Source: an optimization exercise on an open RTL-to-GDS flow (aim: small area, a short achievable clock period and few clock cycles per item). Production flows keep margins and buffers that such runs may drop. RTL that was checked went through simulation tests only; none was proved equivalent to the original. No activity file was given, so power comes from the tool's default toggle rates.

## v6
Design pe_con, start of the top module:
module pe_con #(
    parameter SIZE = 16,
    parameter VECTOR_SIZE = 16,
    parameter L_RAM_SIZE = 4
) (
    input start,
    output done,
    input aclk,
    input aresetn,
    output [L_RAM_SIZE:0] rdaddr,
    input [SIZE-1:0] rddata,
    output [SIZE-1:0] wrdata
);
For scale: ~41 I/O pins.
clock: 7.0 ns
lec_check: 0
cap_margin: 20
core_margin: 2
core_utilization: 40
cts_buf_list: sky130_fd_sc_hd__clkbuf_4 sky130_fd_sc_hd__clkbuf_8
setup_slack_margin: 4.6
slew_margin: 20
synth_hierarchical: 1
synth_minimum_keep_size: 0
standard.sh (not shown) runs the stock make flow with config.mk's settings and CLKGATE_MAP_FILE= SYNTH_SCRIPT=/design/flow/synth_recipe.tcl, a recipe that flattens the netlist after the stock synthesis.
==> flow/flow/run.sh <==
#!/bin/bash
# The standard layout (standard synthesis unchanged), except that the
# port buffers are plain sky130_fd_sc_hd__buf_1 cells rather than the delay
# cells buffer_ports picks by default. Each step's full log is kept under
# orfs/logs/; make's own output goes to make_*.log here.
set -euo pipefail
bash standard.sh synth > make_synth.log 2>&1
bash standard.sh finish "BUFFER_PORTS_ARGS=-buffer_cell sky130_fd_sc_hd__buf_1" > make_finish.log 2>&1
Testbench counts of v6, summed over its fixed seeds: cycles 7,296, items 192.
### v6 -> v7
diff --git a/flow/design.v b/flow/design.v
--- a/flow/design.v
+++ b/flow/design.v
@@ -7,59 +7,56 @@
     input start,
     output done,
     input aclk,
     input aresetn,
     output [L_RAM_SIZE:0] rdaddr,
     input [SIZE-1:0] rddata,
     output [SIZE-1:0] wrdata
 );
     reg [5:0] cnt;
     reg busy;
     reg done_r;
     reg ph_odd;      
-    reg ph_even;     
-    reg clr;         
+    reg run;         
     reg fin;         
     always @(posedge aclk)
         if (!aresetn) begin
             cnt <= 6'd0;
             busy <= 1'b0;
             done_r <= 1'b0;
             ph_odd <= 1'b0;
-            ph_even <= 1'b0;
-            clr <= 1'b1;
+            run <= 1'b0;
             fin <= 1'b0;
         end else begin
             done_r <= busy && (cnt == 6'd36);
             busy <= start || (busy && !done_r);
             if (busy && !done_r)
                 cnt <= cnt + 6'd1;
             else
                 cnt <= {5'd0, start};
             ph_odd <= (start || busy) && !cnt[0];
-            ph_even <= busy && cnt[0];
-            clr <= !busy || (cnt < 6'd3);
+            run <= busy && (cnt >= 6'd3) && (cnt < 6'd35);
             fin <= busy && (cnt == 6'd35);
         end
     assign rdaddr = {cnt[0], cnt[4:1]};
     assign done = done_r;
     reg [SIZE-1:0] w1, w2;
     reg [7:0] w3;
     always @(posedge aclk) begin
         w1 <= rddata;
         w2 <= w1;
-        w3 <= w2[7:0];
+        w3 <= w2[7:0] & {8{ph_odd}};
     end
     wire [SIZE-1:0] g1 = w1 & {SIZE{ph_odd}};
-    wire [7:0] g3 = w3 & {8{ph_even}};
+    wire [7:0] g3 = w3;
     wire pp1 = (w2[0] & g1[0]);
     wire pp2 = (w2[1] & g1[0]) | (g3[0] & w2[1]);
     wire pp3 = (w2[1] & g1[1]) | (g3[0] & w2[2]);
     wire pp4 = (w2[2] & g1[0]);
     wire pp5 = (w2[2] & g1[1]) | (g3[0] & w2[3]);
     wire pp6 = (w2[3] & g1[0]) | (g3[1] & w2[2]);
     wire pp7 = (w2[2] & g1[2]) | (g3[0] & w2[4]);
     wire pp8 = (w2[3] & g1[1]) | (g3[1] & w2[3]);
     wire pp9 = (w2[4] & g1[0]);
     wire pp10 = (w2[3] & g1[2]) | (g3[0] & w2[5]);
     wire pp11 = (w2[4] & g1[1]) | (g3[1] & w2[4]);
     wire pp12 = (w2[5] & g1[0]) | (g3[2] & w2[3]);
@@ -269,36 +266,31 @@
     wire s269, c270;
     pe_fa u_s269 (.a(q0[14]), .b(q1[14]), .c(acc_s[14]), .s(s269), .co(c270));
     wire s271, c272;
     pe_fa u_s271 (.a(c264), .b(s269), .c(c266), .s(s271), .co(c272));
     wire s273, c274;
     pe_ha u_s273 (.a(c268), .b(s271), .s(s273), .co(c274));
     wire s275, c276;
     pe_fa u_s275 (.a(q0[15]), .b(q1[15]), .c(q2[15]), .s(s275), .co(c276));
     wire s277, c278;
     pe_fa u_s277 (.a(acc_s[15]), .b(acc_c[15]), .c(c270), .s(s277), .co(c278));
     wire s279, c280;
     pe_fa u_s279 (.a(s275), .b(s277), .c(c272), .s(s279), .co(c280));
-    always @(posedge aclk)
-        if (clr)
-            acc_s <= {SIZE{1'b0}};
-        else if (fin)
-            acc_s <= acc_s + acc_c;    
-        else
-            acc_s <= {c274, s273, c262, s261, c252, s251, c242, c238, s237, s233, c228, c226, c224, c222, c220, s219};
-    always @(posedge aclk)
-        if (clr)
-            acc_c <= {SIZE{1'b0}};
-        else
-            acc_c <= {s279, 1'b0, s267, 1'b0, s255, 1'b0, s245, s241, 1'b0, 1'b0, s229, s227, s225, s223, s221, 1'b0};
+    wire [SIZE-1:0] nxt_s = {c274, s273, c262, s261, c252, s251, c242, c238, s237, s233, c228, c226, c224, c222, c220, s219};
+    wire [SIZE-1:0] nxt_c = {s279, 1'b0, s267, 1'b0, s255, 1'b0, s245, s241, 1'b0, 1'b0, s229, s227, s225, s223, s221, 1'b0};
+    wire [SIZE-1:0] sum = acc_s + acc_c;    
+    always @(posedge aclk) begin
+        acc_s <= ({SIZE{run}} & nxt_s) | ({SIZE{fin}} & sum);
+        acc_c <= {SIZE{run}} & nxt_c;
+    end
     assign wrdata = acc_s;
 endmodule
 module pe_fa (
     input a,
     input b,
     input c,
     output s,
     output co
 );
     assign {co, s} = a + b + c;
 endmodule
 module pe_ha (
### Flow results
v7 vs. v6: number of instances in the synthesized netlist fell by 8.5%; average vias per placed instance shrank by 0.24; clock power rose by about 8%.
Per the comparison of v7 with v6, total vias in the final route fell 10%; total power rose about 8%.
Testbench counts of v7, summed over its fixed seeds: cycles 7,296, items 192.

========
## v8
pe_con, a different RTL version from the one above (not shown whole).
Size in the first run: ~110 flip-flops, ~41 I/O pins, roughly 5600 sq um of cells after synthesis.
make LEC_CHECK=0 CAP_MARGIN=20 CORE_MARGIN=2 CORE_UTILIZATION=40 CTS_BUF_LIST='sky130_fd_sc_hd__clkbuf_4 sky130_fd_sc_hd__clkbuf_8' SETUP_SLACK_MARGIN=4.5 SLEW_MARGIN=20 finish   # period 7.0 ns
run.sh (not shown) runs the stock make flow with config.mk's settings and CLKGATE_MAP_FILE= SYNTH_SCRIPT=/design/flow/synth_recipe.tcl, a recipe that flattens the netlist after the stock synthesis.
Stock flow here: none of the scripts above is used.
Testbench counts of v8, summed over its fixed seeds: cycles 7,296, items 192.
The inputs of v21 differ from those of v8 as listed below.
--- a/flow/design.v
+++ b/flow/design.v
@@ -23,28 +23,25 @@
         if (!aresetn) begin
             cnt <= 6'd0;
             busy <= 1'b0;
             done_r <= 1'b0;
             ph_odd <= 1'b0;
             ph_even <= 1'b0;
             clr <= 1'b1;
             fin <= 1'b0;
         end else begin
             done_r <= busy && (cnt == 6'd36);
-            if (start)
-                busy <= 1'b1;
-            else if (done_r)
-                busy <= 1'b0;
-            if (start || (busy && !done_r))
+            busy <= start || (busy && !done_r);
+            if (busy && !done_r)
                 cnt <= cnt + 6'd1;
             else
-                cnt <= 6'd0;
+                cnt <= {5'd0, start};
             ph_odd <= (start || busy) && !cnt[0];
             ph_even <= busy && cnt[0];
             clr <= !busy || (cnt < 6'd3);
             fin <= busy && (cnt == 6'd35);
         end
     assign rdaddr = {cnt[0], cnt[4:1]};
     assign done = done_r;
     reg [SIZE-1:0] w1, w2;
     reg [7:0] w3;
     always @(posedge aclk) begin
## What came out
On post-synthesis share of cell area spent on full adders, half adders and majority gates, v21 and v8 are neck and neck.
The start point of the critical path comes out q0[12] in one run and q2[12] in the other, namely in v21 and v8 respectively.
Taking v8 as the reference, in v21 total met3 wirelength after detailed routing -about 16%; power after layout +0.038 mW.
Diff v8 -> v21: post-layout worst setup margin lower, utilization increased by 0.40 points relative to the old numbers, data required time of the critical path went up 0.03 ns.
v21: fraction of area in registers is 0.38 points lower than what v8 reported.
For v21, only the layout was checked, not whether the RTL still works.

-- re-timing with driven ports --
The flow's constraints put no driver on any port. The routed layouts listed below were extracted and timed again, unchanged, in two steps.
Step 1: set_driving_cell puts a clkbuf_16 on aclk and a buf_2 on each other input, an assumption about the parent block.
Step 2 adds t to the input delays and takes it off the output delays; t is the mean of the earliest and latest rising clock arrival at the registers after step 1. Input paths then give back, and output paths get back, about the clock's delay inside the block.
Three values: no drivers, after step 1, after step 2; two values: the first two.
| run | shift t [ns] | slack for setup (ns) | worst setup path after step 2 | slew at the worst register clock pin (ns) | pins driven straight from the clock port |
|---|---|---|---|---|---|
| v6 | 0.405 | 4.627 / 4.598 / 4.627 | register to register | 0.10 / 0.10 | 1 |
| v7 | 0.407 | 4.628 / 4.625 / 4.628 | register to register | 0.10 / 0.10 | 1 |
| v8 | 0.414 | 4.529 / 4.526 / 4.284 | input to register | 0.11 / 0.11 | 1 |
| v21 | 0.416 | 4.363 / 4.363 / 4.363 | register to register | 0.11 / 0.11 | 1 |
After both steps every run listed still meets setup and hold. For v8, which loses most, drivers alone change the setup slack by -0.003 ns; drivers and shift together by -0.245 ns.
